Context: an optimization exercise on an open-source flow, tuned for small area. The choices shown serve that exercise and are no tape-out recipe. The RTL was checked by simulation tests, not by an equivalence proof against the original design. No activity file was given, so power comes from the tool's default toggle rates.

File: flow/run.sh
#!/bin/bash
# synth_recipe.tcl (not shown) runs the flow's synth.tcl, then flattens the netlist and writes it again
# the make line also repeats each setting of config.mk as NAME=value (left out here)
make -C /OpenROAD-flow-scripts/flow DESIGN_CONFIG=/design/flow/config.mk WORK_HOME=/design/flow/orfs CLKGATE_MAP_FILE= SYNTH_SCRIPT=/design/flow/synth_recipe.tcl finish
File: flow/config.mk
export PLATFORM = sky130hd
export DESIGN_NAME = tsn_switch_core
export DESIGN_NICKNAME = tsn_switch_core
export VERILOG_FILES = /design/flow/design.v
export SDC_FILE = /design/flow/constraint.sdc
export NUM_CORES = 4
export LEC_CHECK = 0
export CAP_MARGIN = 40
export CORE_MARGIN = 2
export CORE_UTILIZATION = 20
export PLACE_DENSITY = 0.35
export SLEW_MARGIN = 40
File: flow/constraint.sdc
create_clock -name core_clock -period 10.0 [get_ports {clk}]
set_input_delay 2.0000 -clock core_clock [delete_from_list [all_inputs] [get_ports {clk}]]
set_output_delay 2.0000 -clock core_clock [all_outputs]
set_load 0.01 [all_outputs]
File: flow/design.v
module tsn_switch_core (
    input  wire         clk,
    input  wire         rst_n,
    input  wire [3:0]   rx_valid,
    input  wire [3:0]   rx_sof,
    input  wire [3:0]   rx_eof,
    input  wire [127:0] rx_data,
    input  wire [7:0]   rx_mod,
    input  wire [3:0]   rx_error,
    input  wire [191:0] rx_dst_mac,
    input  wire [191:0] rx_src_mac,
    input  wire [63:0]  rx_ethertype,
    input  wire [47:0]  rx_vlan_id,
    input  wire [11:0]  rx_priority,
    input  wire [3:0]   rx_vlan_valid,
    output wire [3:0]   tx_valid,
    output wire [3:0]   tx_sof,
    output wire [3:0]   tx_eof,
    output wire [127:0] tx_data,
    output wire [7:0]   tx_mod,
    output wire [11:0]  tx_priority,
    input  wire [3:0]   tx_ready,
    input  wire [63:0]  ptp_time,
    input  wire         time_valid,
    output wire [63:0]  frame_timestamp,
    input  wire         learning_enable,
    input  wire         cut_through_enable,
    input  wire [15:0]  default_vlan,
    input  wire [3:0]   port_enable,
    input  wire         security_enable,
    input  wire [47:0]  allowed_mac_base,
    input  wire [15:0]  allowed_mac_mask,
    input  wire [15:0]  blocked_ethertypes,
    output wire [127:0] forwarded_frames_packed,
    output wire [127:0] dropped_frames_packed,
    output wire [31:0]  learned_addresses,
    output wire [31:0]  security_violations,
    output wire [15:0]  switch_status,
    output wire [31:0]  cut_through_count,
    output wire [31:0]  store_forward_count
);
    switching_matrix #(
        .NUM_PORTS(4),
        .MAC_TABLE_SIZE(8),
        .VLAN_TABLE_SIZE(256),
        .CUT_THROUGH_THRESHOLD(64)
    ) switch_matrix (
        .clk(clk),
        .rst_n(rst_n),
        .rx_valid(rx_valid),
        .rx_sof(rx_sof),
        .rx_eof(rx_eof),
        .rx_data(rx_data),
        .rx_mod(rx_mod),
        .rx_error(rx_error),
        .rx_dst_mac(rx_dst_mac),
        .rx_src_mac(rx_src_mac),
        .rx_ethertype(rx_ethertype),
        .rx_vlan_id(rx_vlan_id),
        .rx_priority(rx_priority),
        .rx_vlan_valid(rx_vlan_valid),
        .tx_valid(tx_valid),
        .tx_sof(tx_sof),
        .tx_eof(tx_eof),
        .tx_data(tx_data),
        .tx_mod(tx_mod),
        .tx_priority(tx_priority),
        .tx_ready(tx_ready),
        .ptp_time(ptp_time),
        .time_valid(time_valid),
        .frame_timestamp(frame_timestamp),
        .learning_enable(learning_enable),
        .cut_through_enable(cut_through_enable),
        .default_vlan(default_vlan),
        .port_enable(port_enable),
        .security_enable(security_enable),
        .allowed_mac_base(allowed_mac_base),
        .allowed_mac_mask(allowed_mac_mask),
        .blocked_ethertypes(blocked_ethertypes),
        .vlan_member_packed({1024{1'b1}}),
        .vlan_untag_packed({1024{1'b0}}),
        .forwarded_frames_packed(forwarded_frames_packed),
        .dropped_frames_packed(dropped_frames_packed),
        .learned_addresses(learned_addresses),
        .security_violations(security_violations),
        .switch_status(switch_status),
        .cut_through_count(cut_through_count),
        .store_forward_count(store_forward_count)
    );
endmodule

module switching_matrix #(
    parameter NUM_PORTS = 4,                 
    parameter MAC_TABLE_SIZE = 8,            
    parameter VLAN_TABLE_SIZE = 256,         
    parameter CUT_THROUGH_THRESHOLD = 64     
) (
    input  wire         clk,                 
    input  wire         rst_n,               
    input  wire [3:0]   rx_valid,            
    input  wire [3:0]   rx_sof,              
    input  wire [3:0]   rx_eof,              
    input  wire [127:0] rx_data,             
    input  wire [7:0]   rx_mod,              
    input  wire [3:0]   rx_error,            
    input  wire [191:0] rx_dst_mac,          
    input  wire [191:0] rx_src_mac,          
    input  wire [63:0]  rx_ethertype,        
    input  wire [47:0]  rx_vlan_id,          
    input  wire [11:0]  rx_priority,         
    input  wire [3:0]   rx_vlan_valid,       
    output wire [3:0]   tx_valid,            
    output wire [3:0]   tx_sof,              
    output wire [3:0]   tx_eof,              
    output wire [127:0] tx_data,             
    output wire [7:0]   tx_mod,              
    output wire [11:0]  tx_priority,         
    input  wire [3:0]   tx_ready,            
    input  wire [63:0]  ptp_time,            
    input  wire         time_valid,          
    output wire [63:0]  frame_timestamp,     
    input  wire         learning_enable,     
    input  wire         cut_through_enable,  
    input  wire [15:0]  default_vlan,        
    input  wire [3:0]   port_enable,         
    input  wire         security_enable,     
    input  wire [47:0]  allowed_mac_base,    
    input  wire [15:0]  allowed_mac_mask,    
    input  wire [15:0]  blocked_ethertypes,  
    input  wire [1023:0] vlan_member_packed,    
    input  wire [1023:0] vlan_untag_packed,     
    output wire [127:0]  forwarded_frames_packed,  
    output wire [127:0]  dropped_frames_packed,    
    output wire [31:0]  learned_addresses,       
    output wire [31:0]  security_violations,     
    output wire [15:0]  switch_status,           
    output wire [31:0]  cut_through_count,       
    output wire [31:0]  store_forward_count      
);
    reg [47:0]  mac_table_addr [0:MAC_TABLE_SIZE-1];     
    reg [1:0]   mac_table_port [0:MAC_TABLE_SIZE-1];     
    reg [11:0]  mac_table_vlan [0:MAC_TABLE_SIZE-1];     
    reg [31:0]  mac_table_timestamp [0:MAC_TABLE_SIZE-1];  
    reg         mac_table_valid [0:MAC_TABLE_SIZE-1];    
    reg [9:0]   mac_table_next_free;         
    reg [3:0]   forward_port_mask [0:3];     
    reg [2:0]   forward_priority [0:3];      
    reg         forward_valid [0:3];         
    reg         forward_drop [0:3];          
    reg         forward_cut_through [0:3];   
    reg [7:0]   cut_through_count_reg [0:3];  
    reg [63:0]  frame_start_time [0:3];       
    reg [31:0]  forwarded_frames_reg [0:3];
    reg [31:0]  dropped_frames_reg [0:3];
    reg [31:0]  learned_addresses_reg;
    reg [31:0]  security_violations_reg;
    reg [31:0]  cut_through_count_reg_total;
    reg [31:0]  store_forward_count_reg;
    wire [3:0] vlan_member [0:255];
    wire [3:0] vlan_untag [0:255];
    genvar v;
    generate
        for (v = 0; v < 256; v = v + 1) begin : unpack_vlan
            assign vlan_member[v] = vlan_member_packed[4*v+3:4*v];
            assign vlan_untag[v] = vlan_untag_packed[4*v+3:4*v];
        end
    endgenerate
    wire [47:0] port_src_mac [0:3];
    wire [47:0] port_dst_mac [0:3];
    wire [11:0] port_vlan_id [0:3];
    wire [15:0] port_ethertype [0:3];
    wire [2:0]  port_priority [0:3];
    genvar port;
    generate
        for (port = 0; port < NUM_PORTS; port = port + 1) begin : gen_fields
            assign port_src_mac[port] = rx_src_mac[(port*48) +: 48];
            assign port_dst_mac[port] = rx_dst_mac[(port*48) +: 48];
            assign port_vlan_id[port] = rx_vlan_valid[port] ? rx_vlan_id[(port*12) +: 12] : default_vlan[11:0];
            assign port_ethertype[port] = rx_ethertype[(port*16) +: 16];
            assign port_priority[port] = rx_priority[(port*3) +: 3];
        end
    endgenerate
    integer lp, li;
    reg learn_found;
    always @(posedge clk or negedge rst_n) begin
        if (!rst_n) begin
            for (li = 0; li < MAC_TABLE_SIZE; li = li + 1) begin
                mac_table_valid[li] <= 1'b0;
            end
            mac_table_next_free <= 10'h0;
            learned_addresses_reg <= 32'h0;
        end else begin
            for (lp = 0; lp < NUM_PORTS; lp = lp + 1) begin
                if (learning_enable && rx_valid[lp] && rx_sof[lp]) begin
                    learn_found = 1'b0;
                    for (li = 0; li < MAC_TABLE_SIZE; li = li + 1) begin
                        if (mac_table_valid[li] && 
                            mac_table_addr[li] == port_src_mac[lp] && 
                            mac_table_vlan[li] == port_vlan_id[lp]) begin
                            mac_table_port[li] <= lp[1:0];
                            mac_table_timestamp[li] <= ptp_time[31:0];
                            learn_found = 1'b1;
                        end
                    end
                    if (!learn_found && mac_table_next_free < MAC_TABLE_SIZE) begin
                        mac_table_addr[mac_table_next_free] <= port_src_mac[lp];
                        mac_table_port[mac_table_next_free] <= lp[1:0];
                        mac_table_vlan[mac_table_next_free] <= port_vlan_id[lp];
                        mac_table_timestamp[mac_table_next_free] <= ptp_time[31:0];
                        mac_table_valid[mac_table_next_free] <= 1'b1;
                        mac_table_next_free <= mac_table_next_free + 1;
                        learned_addresses_reg <= learned_addresses_reg + 1;
                    end
                end
            end
        end
    end
    integer fp, fi;
    reg [3:0] output_ports;
    reg drop_frame;
    reg security_violation;
    reg lookup_found;
    always @(posedge clk or negedge rst_n) begin
        if (!rst_n) begin
            for (fp = 0; fp < NUM_PORTS; fp = fp + 1) begin
                forward_port_mask[fp] <= 4'h0;
                forward_priority[fp] <= 3'h0;
                forward_valid[fp] <= 1'b0;
                forward_drop[fp] <= 1'b0;
                forward_cut_through[fp] <= 1'b0;
                cut_through_count_reg[fp] <= 8'h0;
                forwarded_frames_reg[fp] <= 32'h0;
                dropped_frames_reg[fp] <= 32'h0;
                frame_start_time[fp] <= 64'h0;
            end
            security_violations_reg <= 32'h0;
        end else begin
            for (fp = 0; fp < NUM_PORTS; fp = fp + 1) begin
                if (rx_valid[fp] && rx_sof[fp] && !rx_error[fp]) begin
                    output_ports = 4'h0;
                    drop_frame = 1'b0;
                    security_violation = 1'b0;
                    if (security_enable) begin
                        if ((port_src_mac[fp] & {32'hFFFFFFFF, allowed_mac_mask}) != 
                            (allowed_mac_base & {32'hFFFFFFFF, allowed_mac_mask})) begin
                            security_violation = 1'b1;
                            drop_frame = 1'b1;
                        end
                        if (blocked_ethertypes[port_ethertype[fp][3:0]]) begin
                            drop_frame = 1'b1;
                        end
                    end
                    if (!drop_frame) begin
                        if (port_dst_mac[fp][40]) begin  
                            if (port_dst_mac[fp] == 48'hFFFFFFFFFFFF) begin
                                output_ports = vlan_member[port_vlan_id[fp][7:0]] & ~(4'b0001 << fp);
                            end else begin
                                output_ports = vlan_member[port_vlan_id[fp][7:0]] & ~(4'b0001 << fp);
                            end
                        end else begin
                            lookup_found = 1'b0;
                            for (fi = 0; fi < MAC_TABLE_SIZE; fi = fi + 1) begin
                                if (mac_table_valid[fi] && 
                                    mac_table_addr[fi] == port_dst_mac[fp] && 
                                    mac_table_vlan[fi] == port_vlan_id[fp]) begin
                                    if (mac_table_port[fi] != fp[1:0]) begin  
                                        output_ports = 4'b0001 << mac_table_port[fi];
                                    end
                                    lookup_found = 1'b1;
                                end
                            end
                            if (!lookup_found) begin
                                output_ports = vlan_member[port_vlan_id[fp][7:0]] & ~(4'b0001 << fp);
                            end
                        end
                    end
                    output_ports = output_ports & port_enable;
                    forward_port_mask[fp] <= output_ports;
                    forward_priority[fp] <= port_priority[fp];
                    forward_valid[fp] <= 1'b1;
                    forward_drop[fp] <= drop_frame;
                    forward_cut_through[fp] <= cut_through_enable && 
                                               (cut_through_count_reg[fp] >= CUT_THROUGH_THRESHOLD) &&
                                               !drop_frame;
                    if (drop_frame) begin
                        dropped_frames_reg[fp] <= dropped_frames_reg[fp] + 1;
                        if (security_violation) begin
                            security_violations_reg <= security_violations_reg + 1;
                        end
                    end else if (|output_ports) begin
                        forwarded_frames_reg[fp] <= forwarded_frames_reg[fp] + 1;
                    end
                    frame_start_time[fp] <= ptp_time;
                end else if (rx_eof[fp]) begin
                    forward_valid[fp] <= 1'b0;
                    cut_through_count_reg[fp] <= 8'h0;
                end else if (rx_valid[fp]) begin
                    if (cut_through_count_reg[fp] < 8'hFF) begin
                        cut_through_count_reg[fp] <= cut_through_count_reg[fp] + 4;
                    end
                end
            end
        end
    end
    reg [3:0]  output_arbitration [0:3];  
    reg [1:0]  current_input [0:3];       
    reg        output_active [0:3];
    reg [31:0] output_data [0:3];
    reg        output_valid [0:3];
    reg        output_sof [0:3];
    reg        output_eof [0:3];
    reg [1:0]  output_mod [0:3];
    reg [2:0]  output_priority [0:3];
    integer op, oi, check_port;
    reg [1:0] selected_input;
    reg found;
    always @(posedge clk or negedge rst_n) begin
        if (!rst_n) begin
            for (op = 0; op < NUM_PORTS; op = op + 1) begin
                current_input[op] <= 2'h0;
                output_active[op] <= 1'b0;
                output_valid[op] <= 1'b0;
                output_sof[op] <= 1'b0;
                output_eof[op] <= 1'b0;
                output_data[op] <= 32'h0;
                output_mod[op] <= 2'h0;
                output_priority[op] <= 3'h0;
                output_arbitration[op] <= 4'h1;  
            end
            cut_through_count_reg_total <= 32'h0;
            store_forward_count_reg <= 32'h0;
        end else begin
            for (op = 0; op < NUM_PORTS; op = op + 1) begin
                output_sof[op] <= 1'b0;
                output_eof[op] <= 1'b0;
                if (!output_active[op] && tx_ready[op]) begin
                    found = 1'b0;
                    selected_input = 2'h0;
                    for (oi = 0; oi < NUM_PORTS; oi = oi + 1) begin
                        check_port = (oi + output_arbitration[op]) % NUM_PORTS;
                        if (!found && forward_valid[check_port] && 
                            forward_port_mask[check_port][op] && 
                            !forward_drop[check_port]) begin
                            selected_input = check_port[1:0];
                            found = 1'b1;
                        end
                    end
                    if (found) begin
                        current_input[op] <= selected_input;
                        output_active[op] <= 1'b1;
                        output_priority[op] <= forward_priority[selected_input];
                        output_sof[op] <= 1'b1;
                        output_valid[op] <= 1'b1;
                        output_arbitration[op] <= (output_arbitration[op] + 1) % NUM_PORTS;
                        output_data[op] <= rx_data[(selected_input*32) +: 32];
                        if (forward_cut_through[selected_input]) begin
                            cut_through_count_reg_total <= cut_through_count_reg_total + 1;
                        end else begin
                            store_forward_count_reg <= store_forward_count_reg + 1;
                        end
                    end
                end else if (output_active[op]) begin
                    output_valid[op] <= rx_valid[current_input[op]];
                    output_data[op] <= rx_data[(current_input[op]*32) +: 32];
                    output_mod[op] <= rx_mod[(current_input[op]*2) +: 2];
                    if (rx_eof[current_input[op]]) begin
                        output_eof[op] <= 1'b1;
                        output_active[op] <= 1'b0;
                    end
                end else begin
                    output_valid[op] <= 1'b0;
                end
            end
        end
    end
    generate
        for (port = 0; port < NUM_PORTS; port = port + 1) begin : gen_output
            assign tx_valid[port] = output_valid[port];
            assign tx_sof[port] = output_sof[port];
            assign tx_eof[port] = output_eof[port];
            assign tx_data[(port*32) +: 32] = output_data[port];
            assign tx_mod[(port*2) +: 2] = output_mod[port];
            assign tx_priority[(port*3) +: 3] = output_priority[port];
        end
    endgenerate
    assign forwarded_frames_packed = {forwarded_frames_reg[3], forwarded_frames_reg[2], 
                                     forwarded_frames_reg[1], forwarded_frames_reg[0]};
    assign dropped_frames_packed = {dropped_frames_reg[3], dropped_frames_reg[2], 
                                   dropped_frames_reg[1], dropped_frames_reg[0]};
    assign learned_addresses = learned_addresses_reg;
    assign security_violations = security_violations_reg;
    assign cut_through_count = cut_through_count_reg_total;
    assign store_forward_count = store_forward_count_reg;
    assign switch_status = {
        security_violations_reg[31],      
        |dropped_frames_reg[0],           
        |dropped_frames_reg[1],           
        |dropped_frames_reg[2],           
        |dropped_frames_reg[3],           
        cut_through_enable,               
        learning_enable,                  
        security_enable,                  
        port_enable                       
    };
    assign frame_timestamp = frame_start_time[0];  
endmodule
==> flow_metrics.tcl <==
set metrics [dict create \
    cts.repair.resized 0 \
    wl_met3_um 147000 \
    min_period_over_period 0.775 \
    synth_mux_area_frac 0.0419 \
    top_layer_used "met5" \
    cp-startpoint "default_vlan[0]" \
    synth_seq_cells 1202 \
    io_buffers 1404 \
    cts_hold_buf 0 \
    fp.dieW_um 775 \
    rows 283 \
    r2r_cells 14 \
    dieHeight_um 775 \
    cp.depth 18 \
    setup_viol_count_final 0 \
    regMostFlops "switch_matrix.mac_table_addr" \
    max_slew_margin 0.228 \
    fin_skew_ns 0.121 \
    synthAdderAreaFrac 0.00610 \
    cts.sinks 1202 \
    slew_violations 0 \
    gp_congestion 1.12 \
    grt_pass1_wl_um 1420000 \
    clockRootBuffer "clkbuf_16" \
    fin_nets 16379 \
    r2r_setup_slack_ns 3.68 \
    reg2reg_to "switch_matrix.mac_table_addr[7][24]$_DFFE_PP_" \
    grt_max_degree 123 \
    finalWirelength_um 1140000 \
    worst-path-buf-inv 7 \
    cts_buffers 180 \
    cp-end-kind "flop" \
    synth_xor_area_frac 0.279 \
    start_util 0.201 \
    worst_slack_ns 2.25 \
    ys_warn_count 24 \
    place_inst 23119 \
    ir_drop_mv 0.164 \
    cap_violations 0 \
    drc 0 \
    clk_latency_ns 1.01 \
    antenna_found_initial 209 \
    cts_buffer_depth 4 \
    synth-main-ff-cell "dfrtp_1" \
    core_um2 593000 \
    via_per_inst 5.92 \
    dp_hpwl_um 851000 \
    wl_met1_um 430000 \
    slowest_delay_ns 0.75 \
    r2r-start "switch_matrix.mac_table_addr[5][15]$_DFFE_PP_" \
    cts.htree.levels 4 \
    cts_tree "done" \
    grt_usage 0.360 \
    crit_type "in2reg" \
    ys_seq_area_frac 0.274 \
    power_density_nw_per_um2 180 \
    drt_first_iter_violations 24018 \
    vias 139551 \
    grt_setup_unrepaired "no" \
    dieArea_um2 601000 \
    synth.distinct_cells 113 \
    cp_cell_sequence "clkdlybuf4s50_1 > mux2i_4 > buf_4 > xor2_1 > nand2_1 > or4_1 > buf_4 > nor4_2 > buf_4 > or4b_1 > or4_4 > or2_4 > buf_4 > nor2_4 > buf_4 > buf_4 > a211o_1 > o21ai_0" \
    p_leak_nw 55.3 \
    synthCells 14557 \
    wl_per_cell_um 48.3 \
    ant_nets 0 \
    synth_top_family_by_area "XOR/XNOR gates" \
    required_ns 10.66 \
    grt_pass1_vias 124040 \
    firstDrtPassIters 9 \
    synth_edf_count 496 \
    syn_avg_cell_area_um2 8.17 \
    tns_ns 0 \
    synth_compound_area_frac 0.139 \
    syn_to_final_growth_pct 26.9 \
    critPathLaunchType "input port" \
    tightest_slew_ns 1.15 \
    clkTransAtPathRegs_ns 0.06 \
    postCtsSetupRepairBufs 0 \
    syn_area_um2 119000 \
    status "no timing/DRC/antenna violations" \
    cp.arrival_ns 8.41 \
    path_delay_family "buffers and inverters" \
    routed-wl-met2_um 447000 \
    gr-total-overflow 0 \
    boundaryPins 1462 \
    hold_class "reg2reg" \
    worstPathMaxFanout 35 \
    instances_no_fill 23562 \
    cp_slowest_cell "mux2i_4" \
    preCtsSetupSlack_ns 1.50 \
    async_reset_ff_frac 0.587 \
    cpMostUsedCell "buf_4" \
    timing.fmax_mhz 129 \
    drive_gt1_frac 0.121 \
    min_period_ns 7.75 \
    crit_end "switch_matrix.mac_table_addr[7][16]$_DFFE_PP_" \
    synth-simple-area-share 0.193 \
    largest_reg_flops 384 \
    hold_viol_final 0 \
]
layout by cell type, fill, tap and decap left out, types with 84 or more instances in the layout:
cell type / netlist / final
xnor2_1: 2478 / 2478
nand2_1: 1802 / 1783
xor2_1: 1312 / 1312
clkdlybuf4s50_1: 0 / 1187
buf_4: 38 / 998
o21ai_0: 782 / 780
nand4_1: 765 / 765
dfrtp_1: 702 / 702
nor4_1: 554 / 529
edfxtp_1: 496 / 496
nor2_1: 449 / 436
nand3_1: 350 / 342
o211ai_1: 312 / 312
a22oi_1: 267 / 266
inv_1: 256 / 252
mux2i_1: 253 / 248
a21oi_1: 200 / 193
o22ai_1: 189 / 189
clkbuf_16: 0 / 183
buf_2: 173 / 173
nor3_1: 149 / 148
and3_1: 106 / 105
diode_2: 0 / 98
nand2b_1: 87 / 87
a211oi_1: 84 / 84
metal layers:
metal  global-route usage  vias up
met5              0.00514        -
met2                0.500    12433
met3                0.151     4046
met4                0.279       86
met1                0.435    70133
li1                     -    52853
report_power, final:
| group | internal (mW) | switching, mW | leakage, nW |
|---|---|---|---|
| clock | 3.88 | 3.03 | 2.90 |
| combinational | 4.38 | 8.69 | 38.2 |
| sequential | 6.07 | 1.21 | 14.2 |
| total | 14.3 | 12.9 | 55.3 |
through the flow:
stage          cell area [um2]  power (mW)   util  hold WS [ns]
2_1_floorplan           119000        13.0      -         0.421
3_3_place_gp            143000        19.7  0.242         0.360
3_5_place_dp            144000        19.7  0.244         0.360
4_1_cts                 150000        26.7  0.254         0.372
5_1_grt                 151000        27.7  0.254         0.389
6_report                151000        27.2  0.255         0.371
kinds of logic after synthesis:
family          after synthesis
mux                         409
compound gates             2488
flops                      1202
simple gates               4600
xor+xnor                   3790
buf+inv                    2009
other cells                   1
fa+ha+maj                    58
layout make-up:
cell class,instances,area [um2]
Timing Repair Buffer,2489,22200
Clock inverter,86,962
Tap cell,7837,9810
Antenna cell,98,245
Multi-Input combinational cell,11349,79300
Fill cell,64458,442000
Sequential cell,1202,32600
Clock buffer,240,4950
Inverter,261,981
worst min path at each step:
stage,cells past startpoint,startpoint,slack [ns],to
6_report,0,switch_matrix.mac_table_next_free[5]$_DFF_PN0_,0.37,switch_matrix.mac_table_next_free[5]$_DFF_PN0_
5_1_grt,0,switch_matrix.mac_table_next_free[6]$_DFF_PN0_,0.39,switch_matrix.mac_table_next_free[6]$_DFF_PN0_
4_1_cts,0,switch_matrix.mac_table_next_free[4]$_DFF_PN0_,0.37,switch_matrix.mac_table_next_free[4]$_DFF_PN0_
3_5_place_dp,0,switch_matrix.mac_table_next_free[4]$_DFF_PN0_,0.36,switch_matrix.mac_table_next_free[4]$_DFF_PN0_
3_3_place_gp,0,switch_matrix.mac_table_next_free[6]$_DFF_PN0_,0.36,switch_matrix.mac_table_next_free[6]$_DFF_PN0_
2_1_floorplan,1,switch_matrix.mac_table_next_free[6]$_DFF_PN0_,0.42,switch_matrix.mac_table_next_free[6]$_DFF_PN0_
cells in the mapped netlist, types with 81 or more instances:
library cell	instances	area share
xnor2_1	2478	0.18
nand2_1	1802	0.057
clkbuf_1	1395	0.044
xor2_1	1312	0.097
o21ai_0	782	0.033
nand4_1	765	0.040
dfrtp_1	702	0.15
nor4_1	554	0.029
edfxtp_1	496	0.13
nor2_1	449	0.014
nand3_1	350	0.015
o211ai_1	312	0.020
a22oi_1	267	0.017
inv_1	256	0.0081
mux2i_1	253	0.021
a21oi_1	200	0.0084
o22ai_1	189	0.0099
buf_2	173	0.0073
nor3_1	149	0.0063
buf_1	129	0.0041
and3_1	106	0.0056
nand2b_1	87	0.0046
a211oi_1	84	0.0053
nor2b_1	81	0.0043

[re-timing with driven ports]
The flow's constraints put no driver on any port. The routed layout listed below was extracted and timed again, unchanged, in two steps. Step 1 assumes that a clkbuf_16 drives the clock port and a buf_2 every other input. Step 2 also shifts input and output timing later by t, the mid clock arrival at the registers, as if the neighbouring blocks saw the same clock. Three values: no drivers, after step 1, after step 2; two values: the first two.
t (ns): 1.088
slack for setup (ns): 2.253 / 2.333 / 1.245
worst hold slack (ns): 0.371 / 0.371 / 0.371
worst slew at a driven data input, ns: 0.26
After both steps setup and hold are still met in this run. For this run, drivers alone change the setup slack by +0.080 ns; drivers and shift together by -1.008 ns.
